This design comes from an exercise in tuning for small area on the open sky130 flow, not from production work.
Function was checked by simulation only, so behaviour that the tests miss may differ from the original.
No activity file was given, so power comes from the tool's default toggle rates.

## config.mk

```make
export PLATFORM = sky130hd
export DESIGN_NAME = secmer
export DESIGN_NICKNAME = secmer
export VERILOG_FILES = /design/flow/design.v
export SDC_FILE = /design/flow/constraint.sdc
export NUM_CORES = 4
export LEC_CHECK = 0
export CAP_MARGIN = 20
export CORE_MARGIN = 2
export CORE_UTILIZATION = 40
export SLEW_MARGIN = 20
```

## constraint.sdc

```tcl
create_clock -name core_clock -period 10.0 [get_ports {clk}]
set_input_delay 2.0000 -clock core_clock [delete_from_list [all_inputs] [get_ports {clk}]]
set_output_delay 2.0000 -clock core_clock [all_outputs]
set_load 0.01 [all_outputs]
```

## design.v

```verilog
module hex2seven_seg(
    input [3:0] hex,
    output [6:0] seven_segment
);
assign seven_segment[0] = (~hex[0] & ~hex[1] & hex[2]) | (hex[0] & ~hex[1] & ~hex[2] & ~hex[3]);   
assign seven_segment[1] = (hex[0] & ~hex[1] & hex[2]) | (~hex[0] & hex[1] & hex[2]);   
assign seven_segment[2] = (~hex[0] & hex[1] & ~hex[2]);   
assign seven_segment[3] = (~hex[0] & ~hex[1] & hex[2]) | (hex[0] & hex[1] & hex[2]) | (hex[0] & ~hex[1] & ~hex[2] & ~hex[3]);   
assign seven_segment[4] = (hex[0]) | (~hex[1] & hex[2]);   
assign seven_segment[5] = (hex[1] & ~hex[2]) | (hex[0] & hex[1]) | (hex[0] & ~hex[2] & ~hex[3]);   
assign seven_segment[6] = (hex[0] & hex[1] & hex[2]) | (~hex[1] & ~hex[2] & ~hex[3]);   
endmodule
module hex2decimal(
    input [7:0] hex,
    output [11:0] decimal
);
assign decimal = 12'd0;
endmodule
module secmer(
    input clk,
    input reset,
    input w_button2, w_button3, w_button4,
    output [6:0] ss1, ss2, ss3, ss4, ss5, ss6, ss7
);
wire rst = ~reset;
reg b2a, b2b, b3a, b3b, b4a, b4b;
always @(posedge clk) begin
    b2a <= reset & ~w_button2;
    b3a <= reset & ~w_button3;
    b4a <= reset & ~w_button4;
    b2b <= b2a;
    b3b <= b3a;
    b4b <= b4a;
end
wire ev2 = b2a & ~b2b;
wire ev3 = b3a & ~b3b;
wire ev4 = b4a & ~b4b;
reg [5:0] cc;
wire cc_wrap = cc[5] & cc[4] & cc[1];           
wire tick = (cc == 6'd1);
always @(posedge clk)
    cc <= (rst | cc_wrap) ? 6'd0 : cc + 6'd1;
reg active;
reg [2:0] show;      
reg [2:0] pshow;     
wire show0 = ~show[2] & ~show[1] & ~show[0];
wire clr = ~active & ev3;
always @(posedge clk) begin
    active <= reset & (active ^ (ev2 & show0));
    if (rst)
        show <= 3'd0;
    else if (~active & ev4)
        show <= show[2] ? 3'd0 : {show[1] & show[0], show[1] ^ show[0], ~show[0]};
    pshow <= show;
end
function [3:0] inc9(input [3:0] d);
    inc9 = {(d[3] & ~d[0]) | (d[2] & d[1] & d[0]),
            d[2] ^ (d[1] & d[0]),
            ~d[3] & (d[1] ^ d[0]),
            ~d[0]};
endfunction
reg [15:0] d_time;
reg fz;              
reg fi;              
reg fw;              
reg lag;             
reg rflag;           
wire [3:0] d0 = d_time[3:0], d1 = d_time[7:4], d2 = d_time[11:8], d3 = d_time[15:12];
wire n0 = d0[3] & d0[0];                          
wire n1 = d1[3] & d1[0];
wire n2 = d2[3] & d2[0];
wire inc_hi = (fi & n0 & n1) | fw;
wire [3:0] m0 = (fz | fw) ? 4'd0 : fi ? inc9(d0) : d0;
wire [3:0] m1 = (fz | fw) ? 4'd0 : (fi & n0) ? inc9(d1) : d1;
wire [3:0] m2 = fz ? 4'd0 : inc_hi ? inc9(d2) : d2;
wire [3:0] m3 = fz ? 4'd0 : (inc_hi & n2) ? inc9(d3) : d3;
wire [15:0] mtime = {m3, m2, m1, m0};
wire cnt99 = m1[3] & m1[0] & m0[3] & (m0[0] ^ lag);
wire wrap = active & tick & cnt99;
always @(posedge clk) begin
    d_time <= mtime;
    rflag <= rst;
    fz <= rst | clr;
    fw <= wrap & lag;
    fi <= active & (lag ^ wrap);
    lag <= reset & ~clr & (active ? (tick & ~cnt99) : lag);
end
reg [2:0] nlaps;     
reg fwr;             
reg [15:0] lap1, lap2, lap3, lap4;
always @(posedge clk) begin
    fwr <= active & ev3 & ~nlaps[2];
    if (fz)
        nlaps <= 3'd0;
    else if (fwr)
        nlaps <= {nlaps[1] & nlaps[0], nlaps[1] ^ nlaps[0], ~nlaps[0]};
    if (fwr & (nlaps == 3'd0)) lap1 <= d_time;
    if (fwr & (nlaps == 3'd1)) lap2 <= d_time;
    if (fwr & (nlaps == 3'd2)) lap3 <= d_time;
    if (fwr & (nlaps == 3'd3)) lap4 <= d_time;
end
reg [7:0] lap_sec;
always @(posedge clk)
    if (rst | clr)
        lap_sec <= 8'd0;
    else if (ev3)
        lap_sec <= mtime[15:8];
wire s0 = ~rflag & ~pshow[2] & ~pshow[1] & ~pshow[0];
wire s1 = ~rflag & ~pshow[1] & pshow[0] & (nlaps != 3'd0);
wire s2 = ~rflag & pshow[1] & ~pshow[0] & (nlaps[2] | nlaps[1]);
wire s3 = ~rflag & pshow[1] & pshow[0] & (nlaps[2] | (nlaps[1] & nlaps[0]));
wire s4 = ~rflag & pshow[2] & nlaps[2];
wire [15:0] disp = ({16{s0}} & d_time) | ({16{s1}} & lap1) | ({16{s2}} & lap2) |
                   ({16{s3}} & lap3) | ({16{s4}} & lap4);
hex2seven_seg inst1(.hex(disp[3:0]),     .seven_segment(ss1));
hex2seven_seg inst2(.hex(disp[7:4]),     .seven_segment(ss2));
hex2seven_seg inst3(.hex(disp[11:8]),    .seven_segment(ss3));
hex2seven_seg inst4(.hex(disp[15:12]),   .seven_segment(ss4));
hex2seven_seg inst5(.hex(lap_sec[3:0]),  .seven_segment(ss5));
hex2seven_seg inst6(.hex(lap_sec[7:4]),  .seven_segment(ss6));
assign ss7 = {~show[2] & ~show[1],           
              show[1] | show[0],             
              show[2] | show[0],             
              show[2] | (~show[1] & show[0]),    
              show[1] & ~show[0],            
              1'b0,                          
              show[2] | (~show[1] & show[0])};   
endmodule
```

## run.sh

```bash
#!/bin/bash
# synth_recipe.tcl (not shown) runs the flow's synth.tcl, then flattens the netlist and writes it again
# the make line also repeats each setting of config.mk as NAME=value (left out here)
make -C /OpenROAD-flow-scripts/flow DESIGN_CONFIG=/design/flow/config.mk WORK_HOME=/design/flow/orfs CLKGATE_MAP_FILE= SYNTH_SCRIPT=/design/flow/synth_recipe.tcl finish
```

==> results of run 1 <==
## cell usage after synthesis, drive strengths merged, types with 9 or more instances
library cell  instances
and4                  9
ha                   15
and2                 14
mux2i                18
nor2                 37
xnor2                10
nand4                23
inv                  12
nand3                19
edfxtp               64
o21ai                 9
a21oi                16
clkbuf               19
nand2                37
dfxtp                52
## power by group through the flow
stage | registers [W] | clock network [W] | logic, W
5_1_grt | 0.000512 | 0.000666 | 0.0000278
3_3_place_gp | 0.000521 | 0 | 0.0000248
2_1_floorplan | 0.000517 | 0 | 0.0000187
4_1_cts | 0.000511 | 0.000642 | 0.0000253
6_report | 0.000511 | 0.000634 | 0.0000250
3_5_place_dp | 0.000521 | 0 | 0.0000253
## worst register-to-register path, delay by kind of cell, from the launching register on
| kind | cells | cell delay [ns] |
|---|---|---|
| AO/OA/AOI/OAI | 3 | 0.78 |
| flip-flops | 1 | 0.56 |
| AND/OR/NAND/NOR | 2 | 0.56 |
## layer usage
| layer | up-vias | track usage (%) | part of all wire [%] |
|---|---|---|---|
| met5 | - | 0 | 0 |
| met4 | 0 | 5.50 | 1.2 |
| met3 | 15 | 4.70 | 4.2 |
| met2 | 81 | 25.7 | 47 |
| met1 | 1751 | 20.8 | 48 |
| li1 | 1815 | - | - |
## cells by family (layout without fill, tap and decap cells)
logic type | after synthesis | in the layout
AO/OA/AOI/OAI | 75 | 75
adder cells (fa/ha/maj) | 15 | 15
flip-flops | 116 | 116
buffers and inverters | 40 | 97
AND/OR/NAND/NOR | 181 | 181
other | 1 | 1
multiplexers | 18 | 18
XOR/XNOR | 19 | 19
## worst max path at each step
stage | cells past startpoint | start | to | slack, ns
3_5_place_dp | 7 | nlaps[0] | ss3[0] | 5.20
6_report | 6 | pshow[0] | ss3[0] | 4.73
2_1_floorplan | 8 | nlaps[0] | ss1[2] | 5.99
4_1_cts | 6 | pshow[1] | ss3[0] | 4.75
3_3_place_gp | 7 | nlaps[0] | ss1[0] | 5.25
5_1_grt | 6 | pshow[0] | ss3[0] | 4.54
## flip-flops by register name, indices dropped and copies added, names as in the netlist, 3 cells and up
name,cells
lap2,16
lap3,16
pshow,3
nlaps,3
lap4,16
show,3
d_time,16
lap_sec,8
lap1,16
cc,6
## layout make-up
cell class,instances,area [sq um]
fill,1141,6220
sequential,116,2960
multi-input combinational,309,2070
timing repair buffer,52,520
clock buffer,24,514
tap,172,215
clock inverter,8,118
inverter,13,48.8
## through the flow
step / hold WS [ns] / util (%) / instance area, sq um / worst slack [ns] / std cells
after floorplan: 0.330 / - / 5190 / 5.99 / 465
after global placement: 0.338 / 45.9 / 5820 / 5.25 / 662
after detailed placement: 0.345 / 45.9 / 5820 / 5.20 / 662
after CTS: 0.355 / 50.9 / 6450 / 4.75 / 694
after global routing: 0.367 / 50.9 / 6450 / 4.54 / 694
final: 0.353 / 50.9 / 6450 / 4.73 / 694
==> summary.txt, run 1 <==
most frequent cells in the layout = edfxtp_1 (64), dfxtp_1 (52), clkdlybuf4s50_1 (52)
commonest non-fill, non-tap cell in the layout = edfxtp_1
vias in the first global route = 3472
Final Cycle Share = 52.7%
I/O pin count = 54
Tot GR Track Use = 16.0%
# diodes = 0
worst-margin pin slew = 0.994 ns
remaining antenna violation count after routing = 0
Power, Total = 0.00117 W
final hold violations = 0
Die Wd = 118 um
# clock sinks = 116
placer congestion estimate = 0.756
Worst EP arrival = 3.27 ns
total of max-cap violations = 0
Buf/Inv on CP = 1
synth warn = 1
Mapped Cells = 465
Synth Net Count = 485
hold-critical path depth = 0
flops & latches, synth = 116
Reg2Reg Setup Slack = 8.05 ns
Synth Area in Simple Gates = 18.7%
Post-Synth Adder-Cell Area = 3.61%
status = no timing/DRC/antenna violations
Critical Path End Type = primary output
hold buffers post-CTS = 0
Fin Setup TNS = 0 ns
combinational power share = 2.1%
initial core utilization = 41.0%
Final nets = 529
CP max stage delay = 0.60 ns
CP cell instances = and3b_1 -> and2_0 -> a222oi_1 -> nand2_2 -> mux2i_1 -> clkdlybuf4s50_1
Root Buffer = clkbuf_16
Synth cell types = 51
Pwr Density = 181 nW/um^2
RR Endpoint = lap_sec[7]
register area share after synthesis = 57.1%
# port buffers = 52
largest net degree at the start of global routing = 18
Net Switching = 0.000222 W
Final Setup Violations = 0
Final Max Tran Viols = 0
post-synthesis xor/xnor area fraction = 3.49%
min cycle time layout = 5.27 ns
Switching Fraction = 19.0%
worst hold path class = register to register
largest family of logic cells by synthesized area = simple AND/OR/NAND/NOR gates
Via density = 5.28
Routed WL per cell = 15.6 um
P&R area growth vs syn = 24.2%
clk slew on worst S/H paths = 0.05 ns
worst hold endpoint = b2b
Core Footprint = 12700 sq um
drt first pass iters = 6
R2R depth = 5
Min-Delay Startpoint = b2a
maximum clock path buffer count = 2
Post-DP HPWL = 7240 um
cts bufs inserted = 17
Yosys top cell by area = edfxtp_1
share of layout cells above drive strength 1 = 7.66%
synth top area cells = edfxtp_1 (37%), dfxtp_1 (20%), ha_1 (3.6%)
Fmax = 0.190 GHz
slowest library cell on the worst path = dfxtp_1
H-tree depth = 4
Slew headroom = 33.3%
Avg Cell Area, Syn = 11.2 sq um
worst endpoint required time = 8.00 ns
Setup Skew = 0.00976 ns
Yosys top cell area share = 37.0%
die height = 118 um
Int Pwr = 0.000949 W
CP Max Fanout = 12
Crit path max-delay family = simple AND/OR/NAND/NOR gates
Vias = 3662
first-pass GRT wire length = 17600 um
starting DRC count in detailed routing = 227
mux cell area share after synthesis = 3.47%
clk latency of the worst-skew pair = 0.41 ns
DRC = 0
Die Area = 13900 sq um
Post-Route WL = 10800 um
Post-synth EDFFs = 64
leakage = 2.36 nW
Top FF cell, synth = edfxtp_1
row count = 41
CP Launch Type = register
Setup CP Type = register to primary output
CTS resizes = 0
clock power share = 54.2%
initial antenna violation count = 0
CTS tree = done
post-CTS setup buffers = 0
RSZ-0062 raised after global routing = no
sequential fraction of design power = 43.7%
post-synth design cell area = 5190 sq um
Synth Area in Compound Gates = 10.3%
ys async rst share = 0%
VDD IR max = 0.152 mV
gr ovfl total = 0
Critical R2R Launch = d_time[0]
==> inputs of run 2 (changes only) <==
==> flow/run.sh (new file) <==
#!/bin/bash
# Own layout flow: the standard ORFS flow (standard.sh) with
#  - synthesis using an area-oriented ABC mapping script (flow/abc_area.script,
#    selected through ABC_AREA=1); registers are mapped before ABC, as in the
#    standard synthesis, so they keep their names and cell types;
#  - the port buffers made of buf_1 cells;
#  - clock tree synthesis with small buffers and no dummy loads.
# Each step's full output goes to a log file in the work folder.
set -euo pipefail
WORK=$(pwd)
FLOWDIR=$WORK/flow

# copy of ORFS's scripts with our ABC script in place of abc_area.script
rm -rf "$WORK/scripts_abc"
cp -r "$FLOW_HOME/scripts" "$WORK/scripts_abc"
cp "$FLOWDIR/abc_area.script" "$WORK/scripts_abc/abc_area.script"

bash standard.sh SCRIPTS_DIR="$WORK/scripts_abc" ABC_AREA=1 synth > "$WORK/flow_synth.log" 2>&1

CTS_ARGS_V="-sink_clustering_enable -repair_clock_nets -dont_use_dummy_load"
if [[ -f "$FLOWDIR/cts_bufs.txt" ]]; then
  CTS_ARGS_V="$CTS_ARGS_V -buf_list {$(cat "$FLOWDIR/cts_bufs.txt")}"
fi
if [[ -f "$FLOWDIR/cts_extra.txt" ]]; then
  CTS_ARGS_V="$CTS_ARGS_V $(cat "$FLOWDIR/cts_extra.txt")"
fi

bash standard.sh "BUFFER_PORTS_ARGS=-buffer_cell sky130_fd_sc_hd__buf_1" \
  "CTS_ARGS=$CTS_ARGS_V" finish > "$WORK/flow_layout.log" 2>&1
==> flow/abc_area.script (new file) <==
strash
dch
amap
topo
==> flow/cts_bufs.txt (new file) <==
sky130_fd_sc_hd__clkbuf_4
==> standard.sh (new file) <==
#!/bin/bash
# synth_recipe.tcl (not shown) runs the flow's synth.tcl, then flattens the netlist and writes it again
# the make line also repeats each setting of config.mk as NAME=value (left out here)
make -C /OpenROAD-flow-scripts/flow DESIGN_CONFIG=/design/flow/config.mk WORK_HOME=/design/flow/orfs CLKGATE_MAP_FILE= SYNTH_SCRIPT=/design/flow/synth_recipe.tcl "${@:-finish}"
removed: run.sh
==> run 2 against run 1 <==
  * Clock power shrank 67%
  * Clock skew grew 0.025 ns
  * Largest cell class unchanged
  * Combinational power up 43%
  * Hold slack got worse by 0.0050 ns
  * Largest power group is now registers
==> summary.txt, run 2 <==
status = no timing/DRC/antenna violations
Slew headroom = 27.6%
row count = 40
final hold violations = 0
Avg Cell Area, Syn = 11.1 sq um
H-tree depth = 4
flops & latches, synth = 116
hold buffers post-CTS = 0
I/O pin count = 54
share of layout cells above drive strength 1 = 4.15%
Critical Path End Type = primary output
Die Area = 13000 sq um
clk latency of the worst-skew pair = 0.48 ns
Synth Net Count = 455
CP Max Fanout = 15
# clock sinks = 116
die height = 114 um
initial antenna violation count = 0
worst hold path class = register to register
Pwr Density = 141 nW/um^2
register area share after synthesis = 61.3%
VDD IR max = 0.0640 mV
post-synth design cell area = 4830 sq um
Post-synth EDFFs = 64
drt first pass iters = 5
Vias = 3502
CP max stage delay = 0.71 ns
worst endpoint required time = 8.00 ns
Final Max Tran Viols = 0
Post-Layout Cell Count = 653
Post-synth top cells = clkinv_1 (75), edfxtp_1 (64), dfxtp_1 (52), nor2_1 (45), o21ai_0 (25)
commonest non-fill, non-tap cell in the layout = clkinv_1
clk slew on worst S/H paths = 0.07 ns
Post-DP HPWL = 6760 um
Final nets = 528
placer congestion estimate = 0.761
largest net degree at the start of global routing = 17
Worst EP arrival = 3.37 ns
CTS resizes = 0
gr ovfl total = 0
Synth cell types = 33
synth top area cells = edfxtp_1 (40%), dfxtp_1 (22%), clkinv_1 (5.8%)
Top FF cell, synth = edfxtp_1
DRC = 0
CP Launch Type = register
Post-Route WL = 9830 um
RSZ-0062 raised after global routing = no
Die Wd = 114 um
Fmax = 0.186 GHz
first-pass GRT wire length = 16300 um
M3 GR Usage = 4.68%
Setup Skew = 0.0344 ns
Via density = 5.36
Yosys top cell area share = 39.8%
cell with the most instances after synthesis = clkinv_1
ys async rst share = 0%
Root Buffer = clkbuf_4
Placed Instances = 636
Most Frequent Cell on Critical Path = nor3_1
Final Setup Violations = 0
remaining antenna violation count after routing = 0
GRT busiest layer = met2
met1 Track Usage GR = 20.9%
min cycle time layout = 5.37 ns
Setup CP Type = register to primary output
worst-margin pin slew = 1.08 ns
R2R depth = 9
Yosys top cell by area = edfxtp_1
post-CTS setup buffers = 0
GR met2 Demand/Resource = 26.3%
CP cell instances = nor3_1 -> buf_4 -> a222oi_1 -> o21ai_0 -> a31oi_1 -> clkinv_1 -> nor3_1 -> nor2_1 -> a21oi_1 -> or2_0 -> buf_1
leakage = 1.79 nW
total of max-cap violations = 0
vias in the first global route = 3298
Final Cycle Share = 53.7%
Fillers = 1136
slowest library cell on the worst path = dfxtp_1
Tot GR Track Use = 16.1%
# diodes = 0
Fin Setup TNS = 0 ns
Core Footprint = 11900 sq um
cts bufs inserted = 17
P&R area growth vs syn = 10.8%
Mapped Cells = 435
synth warn = 1
hold-critical path depth = 0
CTS tree = done
initial core utilization = 40.6%
Routed WL per cell = 15.1 um
maximum clock path buffer count = 2
# port buffers = 52
most frequent cells in the layout = clkinv_1 (75), edfxtp_1 (64), dfxtp_1 (52), buf_1 (52), nor2_1 (45)
starting DRC count in detailed routing = 208
==> run 2: cell count changes in the layout (fill, tap and decap cells not counted), moves of 13 or more <==
cell / delta
clkinv_1: +72
nand4_1: -22
mux2i_1: -18
buf_1: +52
clkbuf_4: +17
nand3_1: -14
clkdlybuf4s50_1: -52
clkbuf_16: -19
a211oi_1: +13
nor3_1: +13
nand2_1: -27
o21ai_0: +17
==> run 2: layout make-up <==
cell class	count	area, sq um	area share, %
multi-input cells	242	1570	29.4
repair buffers	56	225	4.21
flip-flops and latches	116	2960	55.4
inverters	75	282	5.26
clock buffers	17	128	2.38
well taps	147	184	3.44
==> run 2: logic make-up after synthesis <==
| logic type | after synthesis | synth area share [%] |
|---|---|---|
| compound gates | 123 | 18.5 |
| flops | 116 | 61.3 |
| simple gates | 103 | 10.1 |
| buf+inv | 77 | 6.14 |
| fa+ha+maj | 15 | 3.89 |
| other cells | 1 | 0.0776 |
==> run 2: worst paths after layout <==
kind | startpoint | endpoint | slack [ns]
max | pshow[2] | ss4[3] | 4.63
min | b3a | b3b | 0.35
min reg2reg | b3a | b3b | 0.35
max reg2reg | d_time[0] | lap_sec[6] | 7.46
==> run 2: critical path, delay by kind of cell (launching register included) <==
kind | cells | cell delay [ns]
AO/OA/AOI/OAI | 4 | 1.02
flip-flops | 1 | 0.71
AND/OR/NAND/NOR | 4 | 0.59
buffers and inverters | 3 | 0.58
==> run 2: through the flow <==
stage | instance area, sq um | worst slack, ns | utilization, % | power, W | hold WS, ns
floorplan | 4830 | 5.15 | - | 0.000545 | 0.324
global placement | 5230 | 5.30 | 43.9 | 0.000556 | 0.331
detailed placement | 5230 | 5.15 | 43.9 | 0.000557 | 0.336
CTS | 5350 | 4.62 | 44.9 | 0.000767 | 0.343
global route | 5350 | 4.29 | 44.9 | 0.000796 | 0.351
finish | 5350 | 4.63 | 44.9 | 0.000757 | 0.348
==> run 2: report_power, final <==
part	switching (W)	internal, W
Sequential	0.00000592	0.000504
Combinational	0.0000232	0.0000126
Clock	0.000133	0.0000777
Total	0.000162	0.000595
==> run 2: layer usage <==
metal | vias to the layer above | part of all wire (%) | routed length (um)
met5 | - | 0 | 0
met2 | 89 | 48 | 4690
met4 | 0 | 0.63 | 62
met3 | 4 | 4.8 | 470
met1 | 1647 | 47 | 4600
li1 | 1762 | - | -
==> inputs of run 3 (changes only) <==
--- a/design.v
+++ b/design.v
@@ -3,11 +3,11 @@
     output [6:0] seven_segment
 );
-assign seven_segment[0] = (~hex[0] & ~hex[1] & hex[2]) | (hex[0] & ~hex[1] & ~hex[2] & ~hex[3]);   
-assign seven_segment[1] = (hex[0] & ~hex[1] & hex[2]) | (~hex[0] & hex[1] & hex[2]);   
-assign seven_segment[2] = (~hex[0] & hex[1] & ~hex[2]);   
-assign seven_segment[3] = (~hex[0] & ~hex[1] & hex[2]) | (hex[0] & hex[1] & hex[2]) | (hex[0] & ~hex[1] & ~hex[2] & ~hex[3]);   
-assign seven_segment[4] = (hex[0]) | (~hex[1] & hex[2]);   
-assign seven_segment[5] = (hex[1] & ~hex[2]) | (hex[0] & hex[1]) | (hex[0] & ~hex[2] & ~hex[3]);   
-assign seven_segment[6] = (hex[0] & hex[1] & hex[2]) | (~hex[1] & ~hex[2] & ~hex[3]);   
+assign seven_segment[0] = (~hex[2] & hex[3]);   
+assign seven_segment[1] = (~hex[1] & hex[2]);   
+assign seven_segment[2] = (hex[1] & hex[2] & ~hex[3]);   
+assign seven_segment[3] = (~hex[0] & hex[3]) | (~hex[2] & hex[3]);   
+assign seven_segment[4] = (hex[0] & ~hex[1]) | (hex[3]);   
+assign seven_segment[5] = (~hex[0] & hex[3]) | (hex[1] & hex[2]);   
+assign seven_segment[6] = (~hex[0] & hex[1]) | (~hex[0] & ~hex[2]);   
 endmodule
 module hex2decimal(
@@ -37,8 +37,8 @@
 wire ev4 = b4a & ~b4b;
 reg [5:0] cc;
-wire cc_wrap = cc[5] & cc[4] & cc[1];           
-wire tick = (cc == 6'd1);
+wire cc_fb = (cc[5] & cc[4]) | (~cc[5] & ~cc[4] & ~(cc[2] & cc[1] & cc[0]));
+wire tick = (cc == 6'b000001);
 always @(posedge clk)
-    cc <= (rst | cc_wrap) ? 6'd0 : cc + 6'd1;
+    cc <= rst ? 6'd0 : {cc[4:0], cc_fb};
 reg active;
 reg [2:0] show;      
@@ -55,8 +55,14 @@
 end
 function [3:0] inc9(input [3:0] d);
-    inc9 = {(d[3] & ~d[0]) | (d[2] & d[1] & d[0]),
-            d[2] ^ (d[1] & d[0]),
-            ~d[3] & (d[1] ^ d[0]),
-            ~d[0]};
+    inc9 = {(~d[0] & ~d[3]) | (d[0] & d[1] & d[2]),
+            (d[2] & ~d[3]) | (~d[2] & d[3]),
+            (d[1] & d[2]) | (~d[0]),
+            (d[1])};
+endfunction
+function is9(input [3:0] d);
+    is9 = (d[0] & ~d[1] & ~d[2]);
+endfunction
+function is8(input [3:0] d);
+    is8 = (d[1] & ~d[2] & ~d[3]);
 endfunction
 reg [15:0] d_time;
@@ -67,7 +73,7 @@
 reg rflag;           
 wire [3:0] d0 = d_time[3:0], d1 = d_time[7:4], d2 = d_time[11:8], d3 = d_time[15:12];
-wire n0 = d0[3] & d0[0];                          
-wire n1 = d1[3] & d1[0];
-wire n2 = d2[3] & d2[0];
+wire n0 = is9(d0);
+wire n1 = is9(d1);
+wire n2 = is9(d2);
 wire inc_hi = (fi & n0 & n1) | fw;
 wire [3:0] m0 = (fz | fw) ? 4'd0 : fi ? inc9(d0) : d0;
@@ -76,5 +82,5 @@
 wire [3:0] m3 = fz ? 4'd0 : (inc_hi & n2) ? inc9(d3) : d3;
 wire [15:0] mtime = {m3, m2, m1, m0};
-wire cnt99 = m1[3] & m1[0] & m0[3] & (m0[0] ^ lag);
+wire cnt99 = is9(m1) & (lag ? is8(m0) : is9(m0));
 wire wrap = active & tick & cnt99;
 always @(posedge clk) begin
--- a/config.mk
+++ b/config.mk
@@ -8,4 +8,4 @@
 export CAP_MARGIN = 20
 export CORE_MARGIN = 2
-export CORE_UTILIZATION = 40
+export CORE_UTILIZATION = 70
 export SLEW_MARGIN = 20
==> run 3 against run 2 <==
  * Synthesized cell count down 8.7%
  * Synthesized area down 4.9%
  * Largest power group unchanged
  * Routed wire length down 7.0%
  * Critical path type unchanged
  * Highest routed layer unchanged
==> summary.txt, run 3 <==
H-tree depth = 4
Yosys top cell by area = edfxtp_1
hold-critical path depth = 0
Worst setup endpoint = ss4[3]
Yosys top cell area share = 41.8%
synth top area cells = edfxtp_1 (42%), dfxtp_1 (23%), clkinv_1 (4.9%)
Crit path max-delay family = compound AO/OA/AOI/OAI gates
Root Buffer = clkbuf_4
CP Max Fanout = 17
I/O pin count = 54
worst-margin pin slew = 0.948 ns
status = no timing/DRC/antenna violations
Core Footprint = 6350 sq um
share of layout cells above drive strength 1 = 4.70%
Synth Net Count = 411
Top FF cell, synth = edfxtp_1
min cycle time layout = 5.17 ns
initial core utilization = 72.4%
starting DRC count in detailed routing = 289
CP cell instances = nor3_1 -> buf_4 -> clkinv_1 -> o21ai_0 -> a2111oi_0 -> nor2b_1 -> o21bai_1 -> buf_1
Placed Instances = 528
leakage = 1.67 nW
Setup crit start = pshow[2]
vias in the first global route = 3067
clk latency of the worst-skew pair = 0.51 ns
Critical Path End Type = primary output
RSZ-0062 raised after global routing = no
final hold violations = 0
CP Depth = 8
commonest non-fill, non-tap cell in the layout = edfxtp_1
Reg2Reg Setup Slack = 6.94 ns
Post-DP HPWL = 6180 um
Setup Skew = 0.0256 ns
Routed WL per cell = 16.8 um
Synth cell types = 36
CP Launch Type = register
largest net degree at the start of global routing = 18
most frequent cells in the layout = edfxtp_1 (64), clkinv_1 (60), dfxtp_1 (52), buf_1 (52), nor2_1 (38)
cts bufs inserted = 17
initial antenna violation count = 0
Fin Setup TNS = 0 ns
RR Endpoint = lap_sec[7]
worst endpoint required time = 8.00 ns
CTS resizes = 0
Final nets = 484
first-pass GRT wire length = 14400 um
flops & latches, synth = 116
# port buffers = 52
R2R depth = 11
cell with the most instances after synthesis = edfxtp_1
P&R area growth vs syn = 9.72%
post-synth design cell area = 4590 sq um
Pwr Density = 150 nW/um^2
total of max-cap violations = 0
hold buffers post-CTS = 0
Avg Cell Area, Syn = 11.6 sq um
# clock sinks = 116
Slew headroom = 35.2%
CTS tree = done
register area share after synthesis = 64.5%
synth warn = 1
Hold WS = 0.337 ns
Vias = 3402
Post-synth top cells = edfxtp_1 (64), clkinv_1 (60), dfxtp_1 (52), nor2_1 (38), o21ai_0 (28)
Setup CP Type = register to primary output
Worst EP arrival = 3.17 ns
post-CTS setup buffers = 0
Fmax = 0.193 GHz
placer congestion estimate = 0.794
Final Setup Violations = 0
maximum clock path buffer count = 2
# diodes = 0
VDD IR max = 0.139 mV
gr ovfl total = 0
worst hold path class = register to register
Post-synth EDFFs = 64
DRC = 0
row count = 29
Design Area, Final = 5040 sq um
slowest library cell on the worst path = a2111oi_0
Via density = 6.24
Die Wd = 85.0 um
ys async rst share = 0%
Tot GR Track Use = 26.0%
Final Max Tran Viols = 0
remaining antenna violation count after routing = 0
Post-Layout Cell Count = 545
area post-placement = 4910 sq um
Die Area = 7230 sq um
Post-Route WL = 9140 um
Critical R2R Launch = d_time[0]
Mapped Cells = 397
die height = 85.0 um
drt first pass iters = 7
CP max stage delay = 0.82 ns
Final Cycle Share = 51.7%
clk slew on worst S/H paths = 0.09 ns
Buf/Inv on CP = 3
-- run 3: cell types whose count changed after synthesis, moves of 6 or more --
| cell | before | now |
|---|---|---|
| a211oi_1 | 13 | 6 |
| ha_1 | 15 | 9 |
| clkinv_1 | 75 | 60 |
| nor2b_1 | 9 | 18 |
| nand2_1 | 6 | 12 |
| nor3_1 | 20 | 6 |
| nor2_1 | 45 | 38 |
| or2_0 | 10 | 4 |
-- run 3: logic make-up after synthesis --
logic type      count (synthesis)  synth area share (%)
buf+inv                        62                  5.23
flops                         116                  64.5
compound gates                114                  17.6
other cells                     1                0.0816
simple gates                   95                  10.2
fa+ha+maj                       9                  2.45
-- run 3: layer usage --
metal,GRT usage [%],vias to the layer above,wire [um]
met4,10.1,0,140
met1,33.4,1587,3960
met3,8.17,18,749
met2,41.5,181,4290
met5,0,-,0
li1,-,1616,-
-- run 3: worst min-delay path by stage --
stage / from / endpoint
3_5_place_dp: b3a / b3b
4_1_cts: b4a / b4b
5_1_grt: b4a / b4b
6_report: b4a / b4b
2_1_floorplan: b3a / b3b
3_3_place_gp: b3a / b3b
-- run 3: worst reg2reg max path: stages (launching register included) --
cell      delay, ns
dfxtp_1        0.44
clkinv_1       0.16
nor2_1         0.14
nand3_1        0.19
clkinv_1       0.13
a41oi_1        0.28
or2_0          0.31
nor3_1         0.39
clkinv_1       0.23
o21ai_0        0.30
a221oi_1       0.12
o221a_1        0.27
-- run 3: stage by stage --
step	power, W	utilization [%]	worst slack [ns]
global placement	0.000553	77.3	5.55
floorplan	0.000543	-	5.44
CTS	0.000758	79.3	4.84
detailed placement	0.000554	77.3	5.40
finish	0.000756	79.4	4.83
global route	0.000779	79.4	4.58
-- run 3: final cells by class --
| type | count | area [sq um] |
|---|---|---|
| fillers | 412 | 1310 |
| repair buffers | 56 | 225 |
| well taps | 77 | 96.3 |
| clock buffers | 17 | 128 |
| inverters | 60 | 225 |
| flip-flops and latches | 116 | 2960 |
| multi-input cells | 219 | 1400 |
-- run 3: power by group --
part / internal, W / switching, W
registers: 0.000505 / 0.00000605
logic: 0.0000112 / 0.0000223
clock network: 0.0000774 / 0.000135
==> inputs of run 4 (changes only) <==
--- a/config.mk
+++ b/config.mk
@@ -8,4 +8,4 @@
 export CAP_MARGIN = 20
 export CORE_MARGIN = 2
-export CORE_UTILIZATION = 70
+export CORE_UTILIZATION = 40
 export SLEW_MARGIN = 20
==> run 4 against run 3 <==
  * Sequential cell count unchanged
  * Critical path depth stayed put
  * Sequential power hardly changed
  * First-iteration DRC count is 38% lower
  * Cell area increased by 1.6%
  * Register-to-register slack better by 0.13 ns
  * Routed wire length increased by 1.0%
  * Non-clock buffer count is the same
  * Maximum frequency is 0.46% higher
  * Synthesized cell count unchanged
==> summary.txt, run 4 <==
die height = 111 um
CTS tree = done
Critical R2R Launch = d_time[0]
RR Endpoint = lap_sec[6]
leakage = 1.67 nW
largest net degree at the start of global routing = 18
Final Util = 45.2%
Final Setup Violations = 0
Min-Delay Startpoint = b4a
I/O pin count = 54
Final Max Tran Viols = 0
clk latency of the worst-skew pair = 0.48 ns
Buf/Inv on CP = 3
hold-critical path depth = 0
min cycle time layout = 5.15 ns
Post-synth EDFFs = 64
Setup CP Type = register to primary output
Die Area = 12400 sq um
synth warn = 1
first-pass GRT wire length = 15200 um
Mapped Cells = 397
vias in the first global route = 3092
VDD IR max = 0.0701 mV
remaining antenna violation count after routing = 0
row count = 39
DRC = 0
worst endpoint required time = 8.00 ns
R2R depth = 10
Post-Route WL = 9230 um
Routed WL per cell = 15.1 um
Root Buffer = clkbuf_4
Reg2Reg Setup Slack = 7.07 ns
most frequent cells in the layout = edfxtp_1 (64), clkinv_1 (60), dfxtp_1 (52), buf_1 (52), nor2_1 (37)
# port buffers = 52
Via density = 5.26
commonest non-fill, non-tap cell in the layout = edfxtp_1
Core Footprint = 11300 sq um
initial antenna violation count = 1
Post-DP HPWL = 6310 um
clk slew on worst S/H paths = 0.09 ns
Die Wd = 111 um
post-synth design cell area = 4590 sq um
Post-synth top cells = edfxtp_1 (64), clkinv_1 (60), dfxtp_1 (52), nor2_1 (38), o21ai_0 (28)
worst hold path class = register to register
slowest library cell on the worst path = a2111oi_0
final hold violations = 0
Yosys top cell area share = 41.8%
hold buffers post-CTS = 0
worst-margin pin slew = 1.01 ns
H-tree depth = 4
Crit path max-delay family = compound AO/OA/AOI/OAI gates
largest family of logic cells by synthesized area = compound AO/OA/AOI/OAI gates
Final nets = 484
Synth Net Count = 411
flops & latches, synth = 116
Yosys top cell by area = edfxtp_1
CTS resizes = 0
Fmax = 0.194 GHz
maximum clock path buffer count = 2
mux cell area share after synthesis = 0%
gr ovfl total = 0
Synth Area in Simple Gates = 10.2%
drt first pass iters = 4
cell with the most instances after synthesis = edfxtp_1
Final Cycle Share = 51.5%
total of max-cap violations = 0
Post-Synth Adder-Cell Area = 2.45%
register area share after synthesis = 64.5%
synth top area cells = edfxtp_1 (42%), dfxtp_1 (23%), clkinv_1 (4.9%)
initial core utilization = 40.6%
post-synthesis xor/xnor area fraction = 0%
CP Max Fanout = 17
Setup Skew = 0.0367 ns
CP Launch Type = register
Setup crit start = pshow[2]
Critical Path End Type = primary output
status = no timing/DRC/antenna violations
cts bufs inserted = 17
ys async rst share = 0%
Top FF cell, synth = edfxtp_1
worst hold endpoint = b4b
CP max stage delay = 0.88 ns
post-CTS setup buffers = 0
Worst EP arrival = 3.15 ns
placer congestion estimate = 0.770
# clock sinks = 116
Synth Area in Compound Gates = 17.6%
Synth cell types = 36
Vias = 3222
P&R area growth vs syn = 11.5%
Fin Setup TNS = 0 ns
share of layout cells above drive strength 1 = 4.91%
Tot GR Track Use = 15.6%
Avg Cell Area, Syn = 11.6 sq um
Slew headroom = 31.2%
RSZ-0062 raised after global routing = no
CP cell instances = nor3_1 -> buf_4 -> clkinv_1 -> o21ai_0 -> a2111oi_0 -> nor2b_1 -> o21bai_1 -> buf_1
Pwr Density = 147 nW/um^2
starting DRC count in detailed routing = 178
-- run 4: cell counts after synthesis --
Identical to the previous run, type by type.
-- run 4: worst max path at each step --
stage | to | slack (ns) | depth (start not counted)
final | ss4[3] | 4.85 | 8
after global routing | ss2[3] | 4.51 | 8
after CTS | ss4[3] | 4.83 | 8
after detailed placement | ss4[3] | 5.37 | 8
after global placement | ss4[3] | 5.47 | 8
after floorplan | ss4[3] | 5.44 | 8
-- run 4: logic make-up (layout without fill, tap and decap cells) --
family,after synthesis,after routing
AOI/OAI and AO/OA,114,114
adders and majority gates,9,9
buffers and inverters,62,133
DFF,116,116
other,1,2
and+or+nand+nor,95,95
-- run 4: per-layer routing --
metal	GRT usage [%]	up-vias	wire length (um)
li1	-	1613	-
met1	20.7	1513	4410
met2	24.7	92	4310
met3	3.99	4	453
met4	5.93	0	64
met5	0	-	0
-- run 4: worst register-to-register path, delay by kind of cell, from the launching register on --
family	cells	cell delay, ns
AND/OR/NAND/NOR	4	1.00
AO/OA/AOI/OAI	3	0.97
buffers and inverters	3	0.51
flip-flops	1	0.43
-- run 4: area by class of cell --
type | count | area, sq um
Tap cell | 143 | 179
Inverter | 60 | 225
Fill cell | 1084 | 6200
Sequential cell | 116 | 2960
Antenna cell | 1 | 2.50
Timing Repair Buffer | 56 | 225
Clock buffer | 17 | 128
Multi-Input combinational cell | 219 | 1400
-- run 4: per-stage QoR --
stage | hold WS (ns) | cells | instance area (sq um) | total power [W] | setup slack (ns)
floorplan | 0.324 | 397 | 4590 | 0.000543 | 5.44
global placement | 0.332 | 594 | 4990 | 0.000554 | 5.47
detailed placement | 0.337 | 594 | 4990 | 0.000555 | 5.37
CTS | 0.356 | 611 | 5120 | 0.000762 | 4.83
global route | 0.360 | 612 | 5120 | 0.000789 | 4.51
finish | 0.354 | 612 | 5120 | 0.000753 | 4.85
-- run 4: report_power, final --
group          leakage [nW]  total [W]  internal [W]  switching, W
combinational         0.622  0.0000331     0.0000111     0.0000220
sequential            0.966   0.000511      0.000505    0.00000584
clock                0.0782   0.000209     0.0000776      0.000132
total                  1.67   0.000753      0.000593      0.000160
==> inputs of run 5 (changes only) <==
--- a/design.v
+++ b/design.v
@@ -41,8 +41,11 @@
 always @(posedge clk)
     cc <= rst ? 6'd0 : {cc[4:0], cc_fb};
+function [2:0] inc5(input [2:0] c);
+    inc5 = {c[1] & c[0], c[0], c[0] ? ~c[2] : ~c[1]};
+endfunction
 reg active;
 reg [2:0] show;      
 reg [2:0] pshow;     
-wire show0 = ~show[2] & ~show[1] & ~show[0];
+wire show0 = ~show[1] & ~show[0];
 wire clr = ~active & ev3;
 always @(posedge clk) begin
@@ -51,6 +54,6 @@
         show <= 3'd0;
     else if (~active & ev4)
-        show <= show[2] ? 3'd0 : {show[1] & show[0], show[1] ^ show[0], ~show[0]};
-    pshow <= show;
+        show <= inc5(show);
+    pshow <= rst ? 3'b010 : show;
 end
 function [3:0] inc9(input [3:0] d);
@@ -71,5 +74,4 @@
 reg fw;              
 reg lag;             
-reg rflag;           
 wire [3:0] d0 = d_time[3:0], d1 = d_time[7:4], d2 = d_time[11:8], d3 = d_time[15:12];
 wire n0 = is9(d0);
@@ -86,5 +88,4 @@
 always @(posedge clk) begin
     d_time <= mtime;
-    rflag <= rst;
     fz <= rst | clr;
     fw <= wrap & lag;
@@ -96,13 +97,13 @@
 reg [15:0] lap1, lap2, lap3, lap4;
 always @(posedge clk) begin
-    fwr <= active & ev3 & ~nlaps[2];
+    fwr <= active & ev3 & ~(nlaps[2] & ~nlaps[0]);
     if (fz)
         nlaps <= 3'd0;
     else if (fwr)
-        nlaps <= {nlaps[1] & nlaps[0], nlaps[1] ^ nlaps[0], ~nlaps[0]};
-    if (fwr & (nlaps == 3'd0)) lap1 <= d_time;
-    if (fwr & (nlaps == 3'd1)) lap2 <= d_time;
-    if (fwr & (nlaps == 3'd2)) lap3 <= d_time;
-    if (fwr & (nlaps == 3'd3)) lap4 <= d_time;
+        nlaps <= inc5(nlaps);
+    if (fwr & ~nlaps[1] & ~nlaps[0]) lap1 <= d_time;
+    if (fwr & ~nlaps[1] & nlaps[0])  lap2 <= d_time;
+    if (fwr & nlaps[1] & ~nlaps[2])  lap3 <= d_time;
+    if (fwr & nlaps[2] & nlaps[0])   lap4 <= d_time;
 end
 reg [7:0] lap_sec;
@@ -112,9 +113,9 @@
     else if (ev3)
         lap_sec <= mtime[15:8];
-wire s0 = ~rflag & ~pshow[2] & ~pshow[1] & ~pshow[0];
-wire s1 = ~rflag & ~pshow[1] & pshow[0] & (nlaps != 3'd0);
-wire s2 = ~rflag & pshow[1] & ~pshow[0] & (nlaps[2] | nlaps[1]);
-wire s3 = ~rflag & pshow[1] & pshow[0] & (nlaps[2] | (nlaps[1] & nlaps[0]));
-wire s4 = ~rflag & pshow[2] & nlaps[2];
+wire s0 = ~pshow[1] & ~pshow[0];
+wire s1 = ~pshow[1] & pshow[0] & (nlaps[1] | nlaps[0]);
+wire s2 = pshow[1] & pshow[0] & ~pshow[2] & nlaps[1];
+wire s3 = pshow[2] & pshow[0] & nlaps[2];
+wire s4 = pshow[2] & ~pshow[0] & nlaps[2] & ~nlaps[0];
 wire [15:0] disp = ({16{s0}} & d_time) | ({16{s1}} & lap1) | ({16{s2}} & lap2) |
                    ({16{s3}} & lap3) | ({16{s4}} & lap4);
@@ -125,10 +126,11 @@
 hex2seven_seg inst5(.hex(lap_sec[3:0]),  .seven_segment(ss5));
 hex2seven_seg inst6(.hex(lap_sec[7:4]),  .seven_segment(ss6));
-assign ss7 = {~show[2] & ~show[1],           
-              show[1] | show[0],             
-              show[2] | show[0],             
-              show[2] | (~show[1] & show[0]),    
-              show[1] & ~show[0],            
-              1'b0,                          
-              show[2] | (~show[1] & show[0])};   
+wire seg7_ad = (show[0] & ~show[1]) | (show[2] & ~show[0]);    
+assign ss7 = {~show[1],                          
+              show[0],                           
+              show[2] | (show[0] & ~show[1]),    
+              seg7_ad,                           
+              show[1] & ~show[2],                
+              1'b0,                              
+              seg7_ad};                          
 endmodule
==> flow/abc_area.script (replaced) <==
&get -n
&st
&dch
&nf -R 1000 -p
&put
==> run 5 against run 4 <==
  * Largest cell class unchanged
  * Combinational power down 46%
  * Cell area down 3.9%
  * Count of clock-buffer cells in the layout unchanged
  * Utilization up 0.35 points
  * Still clean on timing, DRC and antenna
  * Global-route usage up 0.82 points
  * Clock skew up 0.0087 ns
  * Critical endpoint is now ss3[3]
==> summary.txt, run 5 <==
Worst EP arrival = 2.45 ns
Final Max Tran Viols = 0
RSZ-0062 raised after global routing = no
met3 WL = 527 um
CTS tree = done
CP max stage delay = 0.65 ns
# clock sinks = 115
CP Max Fanout = 16
first-pass GRT wire length = 14600 um
Die Area = 11900 sq um
slowest library cell on the worst path = nor3b_4
clk latency of the worst-skew pair = 0.49 ns
register area share after synthesis = 66.9%
Crit path max-delay family = simple AND/OR/NAND/NOR gates
Yosys top cell by area = edfxtp_1
share of layout cells above drive strength 1 = 5.56%
met2 WL post-DR = 4200 um
Power, Total = 0.000731 W
# diodes = 0
drt first pass iters = 8
synth warn = 1
largest net degree at the start of global routing = 18
Final Cycle Share = 44.5%
combinational power share = 2.4%
Slew headroom = 35.5%
RR Endpoint = fi
die height = 109 um
Post-synth EDFFs = 64
Root Buffer = clkbuf_4
Pwr Density = 149 nW/um^2
maximum clock path buffer count = 2
Post-synth top cells = edfxtp_1 (64), nand2_1 (61), dfxtp_1 (51), nor2_1 (40), a21oi_1 (32)
Setup Skew = 0.0455 ns
leakage = 1.72 nW
Avg Cell Area, Syn = 11.5 sq um
commonest non-fill, non-tap cell in the layout = edfxtp_1
Top FF cell, synth = edfxtp_1
status = no timing/DRC/antenna violations
worst-margin pin slew = 0.966 ns
Post-DP HPWL = 5760 um
CP Launch Type = register
Fmax = 0.225 GHz
post-synth design cell area = 4400 sq um
worst hold path class = register to register
cell with the most instances after synthesis = edfxtp_1
flops & latches, synth = 115
Reg2Reg Setup Slack = 7.38 ns
synth top area cells = edfxtp_1 (44%), dfxtp_1 (23%), nand2_1 (5.2%)
most frequent cells in the layout = edfxtp_1 (64), nand2_1 (61), buf_1 (52)
sequential fraction of design power = 69.0%
top routing layer used = met4
Routed WL per cell = 15.1 um
clk slew on worst S/H paths = 0.07 ns
Synth cell types = 35
Int Pwr = 0.000582 W
Switching Fraction = 20.3%
Fillers = 986
Setup crit start = nlaps[0]
ys async rst share = 0%
vias in the first global route = 2980
min cycle time layout = 4.45 ns
Critical R2R Launch = fz
Final Setup Violations = 0
Tot GR Track Use = 16.4%
post-CTS setup buffers = 0
met1 WL = 4100 um
VDD IR max = 0.0775 mV
Final nets = 458
Synth Net Count = 387
starting DRC count in detailed routing = 336
Fin Setup TNS = 0 ns
clock power share = 28.6%
Core Footprint = 10800 sq um
final hold violations = 0
H-tree depth = 4
initial antenna violation count = 0
hold buffers post-CTS = 0
Yosys top cell area share = 43.7%
Vias = 3144
initial core utilization = 40.8%
remaining antenna violation count after routing = 0
Net Switching = 0.000149 W
row count = 38
hold-critical path depth = 0
gr ovfl total = 0
P&R area growth vs syn = 11.8%
total of max-cap violations = 0
Buf/Inv on CP = 1
CP cell instances = nand2b_1 -> nor3b_4 -> a222oi_1 -> a21oi_1 -> nand2b_1 -> buf_1
CTS resizes = 0
cts bufs inserted = 17
Most Frequent Cell on Critical Path = nand2b_1
placer congestion estimate = 0.767
# port buffers = 52
Die Wd = 109 um
worst hold endpoint = b2b
Min-Delay Startpoint = b2a
Post-Route WL = 8910 um
DRC = 0
worst endpoint required time = 8.00 ns
I/O pin count = 54
Critical Path End Type = primary output
Via density = 5.33
Mapped Cells = 381
Setup CP Type = register to primary output
R2R depth = 8
run 5: layer usage:
layer,up-vias,track usage (%)
met5,-,0
met2,89,26.0
met4,0,5.77
li1,1563,-
met1,1487,21.3
met3,5,5.14
run 5: power by group through the flow:
stage	registers, W	clock network (W)	logic, W
final	0.000504	0.000209	0.0000178
after global routing	0.000505	0.000239	0.0000202
after CTS	0.000504	0.000221	0.0000179
after detailed placement	0.000515	0	0.0000178
after global placement	0.000514	0	0.0000175
after floorplan	0.000513	0	0.0000129
run 5: cell families (layout without fill, tap and decap cells):
kind of cell               count (synthesis)  count (layout)  synth area share, %
AOI/OAI and AO/OA                         93              93                 14.5
muxes                                      2               2                0.455
DFF                                      115             115                 66.9
other                                      1               1               0.0852
buffers and inverters                     14              83                 1.54
and+or+nand+nor                          155             155                 16.2
adders and majority gates                  1               1                0.284
run 5: worst max path at each step:
stage / slack (ns) / endpoint / cells after the start
finish: 5.55 / ss3[3] / 6
global route: 5.28 / ss3[2] / 7
CTS: 5.22 / ss3[2] / 7
detailed placement: 5.75 / ss3[2] / 7
global placement: 5.81 / ss3[3] / 6
floorplan: 5.78 / ss3[3] / 5
run 5: through the flow:
| stage | cell area (sq um) | setup WS [ns] | utilization, % | instances | hold WS [ns] |
|---|---|---|---|---|---|
| after floorplan | 4400 | 5.78 | - | 381 | 0.323 |
| after global placement | 4790 | 5.81 | 44.3 | 573 | 0.332 |
| after detailed placement | 4790 | 5.75 | 44.3 | 573 | 0.338 |
| after CTS | 4910 | 5.22 | 45.5 | 590 | 0.350 |
| after global routing | 4920 | 5.28 | 45.6 | 590 | 0.367 |
| final | 4920 | 5.55 | 45.6 | 590 | 0.351 |
run 5: layout make-up:
cell class	count	area, sq um	share of cell area, %
sequential	115	2940	59.8
multi-input combinational	252	1410	28.7
timing repair buffer	56	225	4.58
tap	140	175	3.56
clock buffer	17	128	2.59
inverter	10	37.5	0.763
==> inputs of run 6 (changes only) <==
--- a/design.v
+++ b/design.v
@@ -70,7 +70,8 @@
 endfunction
 reg [15:0] d_time;
-reg fz;              
-reg fi;              
-reg fw;              
+reg [1:0] fl;        
+wire fz = fl[1] & ~fl[0];
+wire fi = ~fl[1] & fl[0];
+wire fw = fl[1] & fl[0];
 reg lag;             
 wire [3:0] d0 = d_time[3:0], d1 = d_time[7:4], d2 = d_time[11:8], d3 = d_time[15:12];
@@ -88,7 +89,5 @@
 always @(posedge clk) begin
     d_time <= mtime;
-    fz <= rst | clr;
-    fw <= wrap & lag;
-    fi <= active & (lag ^ wrap);
+    fl <= {rst | clr | (wrap & lag), reset & active & (lag | wrap)};
     lag <= reset & ~clr & (active ? (tick & ~cnt99) : lag);
 end
==> flow/run.sh (replaced) <==
#!/bin/bash
# Own layout flow: the standard ORFS flow (standard.sh) with
#  - synthesis using an area-oriented ABC mapping script (flow/abc_area.script,
#    selected through ABC_AREA=1); registers are mapped before ABC, as in the
#    standard synthesis, so they keep their names and cell types; pass-through
#    ports get buf_1 instead of buf_4;
#  - the port buffers made of buf_1 cells;
#  - clock tree synthesis with the buffers in flow/cts_bufs.txt and no dummy
#    loads.
# Each step's full output goes to a log file in the work folder.
set -euo pipefail
WORK=$(pwd)
FLOWDIR=$WORK/flow

# copy of ORFS's scripts with our ABC script in place of abc_area.script
rm -rf "$WORK/scripts_abc"
cp -r "$FLOW_HOME/scripts" "$WORK/scripts_abc"
cp "$FLOWDIR/abc_area.script" "$WORK/scripts_abc/abc_area.script"

bash standard.sh SCRIPTS_DIR="$WORK/scripts_abc" ABC_AREA=1 \
  "MIN_BUF_CELL_AND_PORTS=sky130_fd_sc_hd__buf_1 A X" synth > "$WORK/flow_synth.log" 2>&1

CTS_ARGS_V="-sink_clustering_enable -repair_clock_nets -dont_use_dummy_load"
CTS_ARGS_V="$CTS_ARGS_V -buf_list {$(cat "$FLOWDIR/cts_bufs.txt")}"

bash standard.sh "BUFFER_PORTS_ARGS=-buffer_cell sky130_fd_sc_hd__buf_1" \
  "CTS_ARGS=$CTS_ARGS_V" finish > "$WORK/flow_layout.log" 2>&1
==> flow/abc_area.script (replaced) <==
strash
dc2
&get -n
&st
&dch
&nf -R 1000 -p -F 8 -A 8
&put
--- a/config.mk
+++ b/config.mk
@@ -6,6 +6,7 @@
 export NUM_CORES = 4
 export LEC_CHECK = 0
-export CAP_MARGIN = 20
+export CAP_MARGIN = 0
 export CORE_MARGIN = 2
 export CORE_UTILIZATION = 40
-export SLEW_MARGIN = 20
+export GPL_TIMING_DRIVEN = 0
+export SLEW_MARGIN = 0
==> run 6 against run 5 <==
  * Still clean on timing, DRC and antenna
  * Via count shrank 2.5%
  * Sequential cell count shrank 1
  * Global-route usage decreased by 0.44 points
  * Register-to-register slack got worse by 0.60 ns
  * Total power is 0.45% higher
  * Sequential share of layout area shrank 0.72 points
==> summary.txt, run 6 <==
status = no timing/DRC/antenna violations
synth top area cells = edfxtp_1 (44%), dfxtp_1 (23%), nand2_1 (4.1%)
Routed WL per cell = 14.6 um
worst endpoint required time = 8.00 ns
Die Area = 11700 sq um
ys async rst share = 0%
remaining antenna violation count after routing = 0
R2R depth = 11
initial antenna violation count = 1
H-tree depth = 4
Setup Skew = 0.0210 ns
Final nets = 456
cts bufs inserted = 17
Critical Path End Type = primary output
Final Util = 46.0%
Post-synth EDFFs = 64
leakage = 1.77 nW
final hold violations = 0
worst-margin pin slew = 1.04 ns
Fmax = 0.222 GHz
initial core utilization = 40.5%
Worst EP arrival = 2.51 ns
gr ovfl total = 0
P&R area growth vs syn = 13.8%
Root Buffer = clkbuf_4
clk slew on worst S/H paths = 0.07 ns
VDD IR max = 0.0652 mV
Avg Cell Area, Syn = 11.6 sq um
Top FF cell, synth = edfxtp_1
Post-DP HPWL = 5670 um
CP Launch Type = register
post-CTS setup buffers = 0
most frequent cells in the layout = edfxtp_1 (64), buf_1 (56), dfxtp_1 (50)
Fillers = 1035
Core Footprint = 10700 sq um
cell with the most instances after synthesis = edfxtp_1
starting DRC count in detailed routing = 249
DRC = 0
Fin Setup TNS = 0 ns
Tot GR Track Use = 16.0%
CTS resizes = 0
Mapped Cells = 374
die height = 108 um
Synth cell types = 36
largest net degree at the start of global routing = 17
# clock sinks = 114
Post-Route WL = 8590 um
hold-critical path depth = 0
min cycle time layout = 4.51 ns
Setup CP Type = register to primary output
I/O pin count = 54
Via density = 5.19
clk latency of the worst-skew pair = 0.48 ns
maximum clock path buffer count = 2
row count = 38
Yosys top cell by area = edfxtp_1
drt first pass iters = 5
# port buffers = 52
Final Setup Violations = 0
CP Max Fanout = 16
post-synth design cell area = 4350 sq um
Yosys top cell area share = 44.2%
Final Max Tran Viols = 0
CTS tree = done
register area share after synthesis = 67.2%
Final Cycle Share = 45.1%
Vias = 3065
Hold WS = 0.352 ns
Pwr Density = 148 nW/um^2
Synth Net Count = 379
Post-synth top cells = edfxtp_1 (64), dfxtp_1 (50), nand2_1 (48), nor2_1 (47), a21oi_1 (23)
vias in the first global route = 2879
share of layout cells above drive strength 1 = 6.46%
first-pass GRT wire length = 14200 um
commonest non-fill, non-tap cell in the layout = edfxtp_1
Die Wd = 108 um
synth warn = 1
worst hold path class = register to register
placer congestion estimate = 0.712
flops & latches, synth = 114
Slew headroom = 30.1%
total of max-cap violations = 0
hold buffers post-CTS = 0
RSZ-0062 raised after global routing = no
==> run 6: per-layer routing <==
metal / global-route usage, % / vias up / routed length [um] / part of all wire, %
met5: 0 / - / 0 / 0
met4: 6.59 / 0 / 85 / 0.99
met3: 4.34 / 6 / 446 / 5.2
met2: 24.3 / 83 / 3930 / 46
met1: 21.7 / 1437 / 4130 / 48
li1: - / 1539 / - / -
==> run 6: worst paths after layout <==
| check | start | to | slack, ns |
|---|---|---|---|
| min | b2a | b2b | 0.35 |
| max reg2reg | fl[0] | lap_sec[6] | 6.78 |
| min reg2reg | b2a | b2b | 0.35 |
| max | nlaps[0] | ss3[4] | 5.49 |
==> run 6: kinds of logic after synthesis <==
| group | count (synthesis) | share of synthesized area (%) |
|---|---|---|
| other cells | 1 | 0.0862 |
| xor+xnor | 1 | 0.201 |
| compound gates | 83 | 13.7 |
| simple gates | 160 | 17.4 |
| buf+inv | 14 | 1.21 |
| flops | 114 | 67.2 |
| mux | 1 | 0.230 |
==> run 6: cell type report <==
cell class	count	area (sq um)	area share (%)
Multi-Input combinational cell	246	1400	28.2
Clock buffer	17	128	2.58
Timing Repair Buffer	58	270	5.46
Antenna cell	1	2.50	0.0506
Tap cell	140	175	3.54
Buffer	4	15.0	0.304
Sequential cell	114	2920	59.1
Inverter	10	37.5	0.759
==> run 6: stage by stage <==
stage | power (W) | instances | area [sq um] | setup WS [ns]
after floorplan | 0.000527 | 374 | 4350 | 5.88
after global placement | 0.000536 | 566 | 4720 | 4.63
after detailed placement | 0.000537 | 571 | 4810 | 5.54
after CTS | 0.000744 | 588 | 4930 | 5.01
after global routing | 0.000765 | 590 | 4950 | 5.22
final | 0.000734 | 590 | 4950 | 5.49
==> run 6: critical path: stages (launching register included) <==
cell	delay (ns)
dfxtp_1	0.47
o21ai_0	0.16
nor2_2	0.64
a222oi_1	0.20
and3_1	0.29
o21bai_1	0.13
buf_1	0.16
==> run 6: power by group <==
group          leakage, nW  internal [W]  switching (W)
clock network       0.0782     0.0000777       0.000130
registers             1.01      0.000495     0.00000589
logic                0.681    0.00000922      0.0000157
==> inputs of run 7 (changes only) <==
--- a/config.mk
+++ b/config.mk
@@ -9,4 +9,3 @@
 export CORE_MARGIN = 2
 export CORE_UTILIZATION = 40
-export GPL_TIMING_DRIVEN = 0
 export SLEW_MARGIN = 0
==> run 7 against run 6 <==
  * Critical path depth shrank 1
  * Combinational power shrank 2%
  * Synthesized cell count is the same
  * Still clean on timing, DRC and antenna
  * Utilization shrank 0.61 points
  * Setup slack gained 0.22 ns
  * Largest cell class unchanged
  * Critical endpoint is now ss2[4]
==> summary.txt, run 7 <==
P&R area growth vs syn = 12.3%
post-CTS setup buffers = 0
Final Cycle Share = 42.9%
Buf/Inv on CP = 1
Crit path max-delay family = simple AND/OR/NAND/NOR gates
# port buffers = 52
flops & latches, synth = 114
Pwr Density = 150 nW/um^2
starting DRC count in detailed routing = 257
Post-DP HPWL = 5580 um
Top FF cell, synth = edfxtp_1
mux cell area share after synthesis = 0.230%
Synth Area in Simple Gates = 17.4%
initial core utilization = 40.5%
CP Max Fanout = 16
maximum clock path buffer count = 2
Post-synth top cells = edfxtp_1 (64), dfxtp_1 (50), nand2_1 (48), nor2_1 (47), a21oi_1 (23)
CTS tree = done
ys async rst share = 0%
Final Setup Violations = 0
Setup WS post-layout = 5.71 ns
Synth Area in Compound Gates = 13.7%
H-tree depth = 4
Worst EP arrival = 2.29 ns
clk latency of the worst-skew pair = 0.49 ns
initial antenna violation count = 1
Mapped Cells = 374
Slew headroom = 25.8%
Via density = 5.19
I/O pin count = 54
Tot GR Track Use = 15.8%
slowest library cell on the worst path = and3_1
clk slew on worst S/H paths = 0.07 ns
total of max-cap violations = 0
share of layout cells above drive strength 1 = 5.63%
Setup CP Type = register to primary output
first-pass GRT wire length = 14100 um
Vias = 3034
Final nets = 451
worst-margin pin slew = 1.10 ns
hold-critical path depth = 0
Critical Path End Type = primary output
Yosys top cell area share = 44.2%
Core Footprint = 10700 sq um
drt first pass iters = 6
Die Wd = 108 um
Post-Route WL = 8620 um
synth warn = 1
cts bufs inserted = 17
Root Buffer = clkbuf_4
Most Frequent Cell on Critical Path = and3_1
Routed WL per cell = 14.7 um
Yosys top cell by area = edfxtp_1
vias in the first global route = 2817
leakage = 1.75 nW
CP max stage delay = 0.66 ns
most frequent cells in the layout = edfxtp_1 (64), buf_1 (52), dfxtp_1 (50)
DRC = 0
largest net degree at the start of global routing = 18
Setup Skew = 0.0331 ns
Avg Cell Area, Syn = 11.6 sq um
register area share after synthesis = 67.2%
CTS resizes = 0
cell with the most instances after synthesis = edfxtp_1
commonest non-fill, non-tap cell in the layout = edfxtp_1
worst endpoint required time = 8.00 ns
CP Depth = 5
hold buffers post-CTS = 0
CP Launch Type = register
Synth Net Count = 379
remaining antenna violation count after routing = 0
Die Area = 11700 sq um
VDD IR max = 0.0707 mV
final hold violations = 0
RSZ-0062 raised after global routing = no
# clock sinks = 114
min cycle time layout = 4.29 ns
status = no timing/DRC/antenna violations
die height = 108 um
Post-Synth Adder-Cell Area = 0%
Synth cell types = 36
largest family of logic cells by synthesized area = simple AND/OR/NAND/NOR gates
R2R depth = 11
placer congestion estimate = 0.733
synth top area cells = edfxtp_1 (44%), dfxtp_1 (23%), nand2_1 (4.1%)
CP cell instances = and3_1 -> a222oi_1 -> and3_1 -> o21bai_1 -> buf_1
gr ovfl total = 0
pre-CTS setup slack = 6.19 ns
post-synthesis xor/xnor area fraction = 0.201%
Post-synth EDFFs = 64
post-synth design cell area = 4350 sq um
Final Max Tran Viols = 0
row count = 38
Fin Setup TNS = 0 ns
Hold WS = 0.353 ns
worst hold path class = register to register
Fmax = 0.233 GHz
## run 7: cell counts after synthesis
Identical to the previous run, type by type.
## run 7: final timing paths
path,to,slack [ns],start
setup / recovery,ss2[4],5.71,nlaps[2]
hold / removal,b2b,0.35,b2a
setup reg to reg,lap_sec[6],6.80,fl[0]
hold reg to reg,b2b,0.35,b2a
## run 7: metal layers
metal	vias to the layer above	global-route usage (%)	wire (um)
met5	-	0	0
met4	0	6.32	56
met3	3	4.34	476
met2	89	23.8	3970
met1	1407	21.9	4120
li1	1535	-	-
## run 7: stage by stage
stage / utilization (%) / total power, W / instance area (sq um) / std cells
2_1_floorplan: - / 0.000527 / 4350 / 374
3_3_place_gp: 44.2 / 0.000536 / 4750 / 567
3_5_place_dp: 44.2 / 0.000536 / 4750 / 567
4_1_cts: 45.4 / 0.000743 / 4880 / 584
5_1_grt: 45.4 / 0.000766 / 4880 / 585
6_report: 45.4 / 0.000734 / 4880 / 585
## run 7: layout make-up
class                   instances  area (sq um)
fillers                      1018          5860
flip-flops and latches        114          2920
multi-input cells             246          1380
repair buffers                 57           233
well taps                     140           175
clock buffers                  17           128
inverters                      10          37.5
diodes                          1          2.50
## run 7: cell families after synthesis
kind of cell           count (synthesis)
XOR/XNOR                               1
AO/OA/AOI/OAI                         83
flip-flops                           114
buffers and inverters                 14
AND/OR/NAND/NOR                      160
multiplexers                           1
other                                  1
## run 7: power breakdown
group	internal (W)	switching, W
combinational	0.00000874	0.0000157
sequential	0.000495	0.00000575
clock	0.0000776	0.000130
total	0.000582	0.000152
==> inputs of run 8 (changes only) <==
--- a/config.mk
+++ b/config.mk
@@ -6,6 +6,7 @@
 export NUM_CORES = 4
 export LEC_CHECK = 0
-export CAP_MARGIN = 0
+export CAP_MARGIN = 20
 export CORE_MARGIN = 2
 export CORE_UTILIZATION = 40
-export SLEW_MARGIN = 0
+export GPL_TIMING_DRIVEN = 0
+export SLEW_MARGIN = 20
==> run 8 against run 7 <==
  * First-iteration DRC count decreased by 12%
  * Global-route usage about the same
  * Sequential cell count unchanged
  * Synthesized area unchanged
  * Clock skew decreased by 0.0080 ns
  * Combinational power about the same
==> summary.txt, run 8 <==
status = no timing/DRC/antenna violations
starting DRC count in detailed routing = 226
Post-Layout Cell Count = 591
ys async rst share = 0%
worst-margin pin slew = 0.882 ns
Worst EP arrival = 2.61 ns
worst hold path class = register to register
flops & latches, synth = 114
vias in the first global route = 2886
Die Wd = 108 um
Root Buffer = clkbuf_4
Yosys top cell by area = edfxtp_1
initial antenna violation count = 1
Final Util = 46.0%
Core Footprint = 10700 sq um
# port buffers = 52
worst endpoint required time = 8.00 ns
maximum clock path buffer count = 2
Critical Path End Type = primary output
Setup WS post-layout = 5.39 ns
placer congestion estimate = 0.712
post-synth design cell area = 4350 sq um
Post-synth EDFFs = 64
Setup crit start = nlaps[1]
gr ovfl total = 0
clk latency of the worst-skew pair = 0.48 ns
area post-placement = 4810 sq um
I/O pin count = 54
Final Max Tran Viols = 0
Final nets = 457
min cycle time layout = 4.61 ns
Final Setup Violations = 0
CTS resizes = 0
Mapped Cells = 374
Post-synth top cells = edfxtp_1 (64), dfxtp_1 (50), nand2_1 (48), nor2_1 (47), a21oi_1 (23)
post-CTS setup buffers = 0
synth warn = 1
P&R area growth vs syn = 13.6%
largest net degree at the start of global routing = 17
Post-Route WL = 8540 um
Avg Cell Area, Syn = 11.6 sq um
Tot GR Track Use = 15.8%
# clock sinks = 114
Yosys top cell area share = 44.2%
Pwr Density = 149 nW/um^2
VDD IR max = 0.0621 mV
synth top area cells = edfxtp_1 (44%), dfxtp_1 (23%), nand2_1 (4.1%)
final hold violations = 0
cell with the most instances after synthesis = edfxtp_1
Slew headroom = 41.2%
Placed Instances = 573
Critical R2R Launch = fl[0]
Synth Net Count = 379
CP Launch Type = register
H-tree depth = 4
RSZ-0062 raised after global routing = no
Top FF cell, synth = edfxtp_1
hold buffers post-CTS = 0
initial core utilization = 40.5%
Fin Setup TNS = 0 ns
Setup Skew = 0.0251 ns
Routed WL per cell = 14.5 um
Die Area = 11700 sq um
Fmax = 0.217 GHz
cts bufs inserted = 17
remaining antenna violation count after routing = 0
row count = 38
drt first pass iters = 5
clk slew on worst S/H paths = 0.09 ns
Design Area, Final = 4940 sq um
Synth cell types = 36
total of max-cap violations = 0
leakage = 1.78 nW
die height = 108 um
share of layout cells above drive strength 1 = 6.89%
Post-DP HPWL = 5750 um
register area share after synthesis = 67.2%
first-pass GRT wire length = 14000 um
Final Cycle Share = 46.1%
Vias = 3085
CTS tree = done
CP Max Fanout = 10
Setup CP Type = register to primary output
pre-CTS setup slack = 5.89 ns
Min-Delay Startpoint = b4a
Via density = 5.22
commonest non-fill, non-tap cell in the layout = edfxtp_1
DRC = 0
most frequent cells in the layout = edfxtp_1 (64), buf_1 (56), dfxtp_1 (50)
## run 8: changes by cell type in the layout (fill, tap and decap cells not counted), moves of 2 or more
cell    before  now
nor3_1      14   12
nor3_2       0    2
nor2_2       2    4
buf_6        0    2
buf_1       52   56
nor2_1      45   43
## run 8: path summary, 6_finish.rpt
path                end  slack [ns]  cells after the start
max reg2reg  lap_sec[6]        6.74                     11
min reg2reg         b4b        0.35                      0
min                 b4b        0.35                      0
max              ss2[4]        5.39                      7
## run 8: stage by stage
| stage | total power, W | hold slack [ns] |
|---|---|---|
| after floorplan | 0.000527 | 0.323 |
| after global placement | 0.000536 | 0.332 |
| after detailed placement | 0.000537 | 0.332 |
| after CTS | 0.000744 | 0.353 |
| after global routing | 0.000767 | 0.357 |
| final | 0.000737 | 0.351 |
## run 8: worst max-delay path, stage by stage (launching register included)
cell and delay (ns):
dfxtp_1 0.47, clkinv_1 0.14, nor3_2 0.57, buf_4 0.30, a222oi_1 0.10, and3_1 0.27, o21bai_1 0.12, buf_1 0.16
## run 8: area by class of cell
cell class	count	area, sq um
Antenna cell	1	2.50
Buffer	4	15.0
Clock buffer	17	128
Fill cell	1040	5800
Inverter	10	37.5
Multi-Input combinational cell	246	1400
Sequential cell	114	2920
Tap cell	140	175
Timing Repair Buffer	59	263
## run 8: kinds of logic after synthesis
logic type / share of synthesized area, %
AO/OA/AOI/OAI: 13.7
XOR/XNOR: 0.201
buffers and inverters: 1.21
flip-flops: 67.2
multiplexers: 0.230
other: 0.0862
AND/OR/NAND/NOR: 17.4
## run 8: power breakdown
part | switching (W) | internal, W
Sequential | 0.00000589 | 0.000495
Clock | 0.000133 | 0.0000777
Combinational | 0.0000156 | 0.00000900
Total | 0.000155 | 0.000582
## run 8: routing by layer
layer	global-route usage, %	up-vias	wire [um]
li1	-	1546	-
met1	21.3	1446	4010
met2	24.4	82	3970
met3	4.34	11	441
met4	6.32	0	126
met5	0	-	0

[afterwards: timing with drivers on the ports]
The flow's constraints put no driver on any port. The routed layouts listed below were extracted and timed again, unchanged, in two steps.
Step 1: set_driving_cell puts a clkbuf_16 on clk and a buf_2 on each other input, an assumption about the parent block.
Step 2 times the ports against the registers' clock, not the clock port: input delays grow and output delays shrink by t, the midpoint of the rising clock arrivals with the driver on.
Three values: ideal, step 1, step 2; two values: the first two.
| run | t (ns) | setup slack, ns |
|---|---|---|
| run 1 | 0.443 | 4.726 / 4.692 / 5.135 |
| run 2 | 0.492 | 4.631 / 4.599 / 5.091 |
| run 3 | 0.525 | 4.829 / 4.800 / 5.325 |
| run 4 | 0.494 | 4.852 / 4.822 / 5.317 |
| run 5 | 0.492 | 5.555 / 5.526 / 6.018 |
| run 6 | 0.496 | 5.492 / 5.460 / 5.956 |
| run 7 | 0.497 | 5.709 / 5.678 / 6.175 |
| run 8 | 0.505 | 5.389 / 5.356 / 5.861 |
After both steps setup and hold are still met in every run listed.
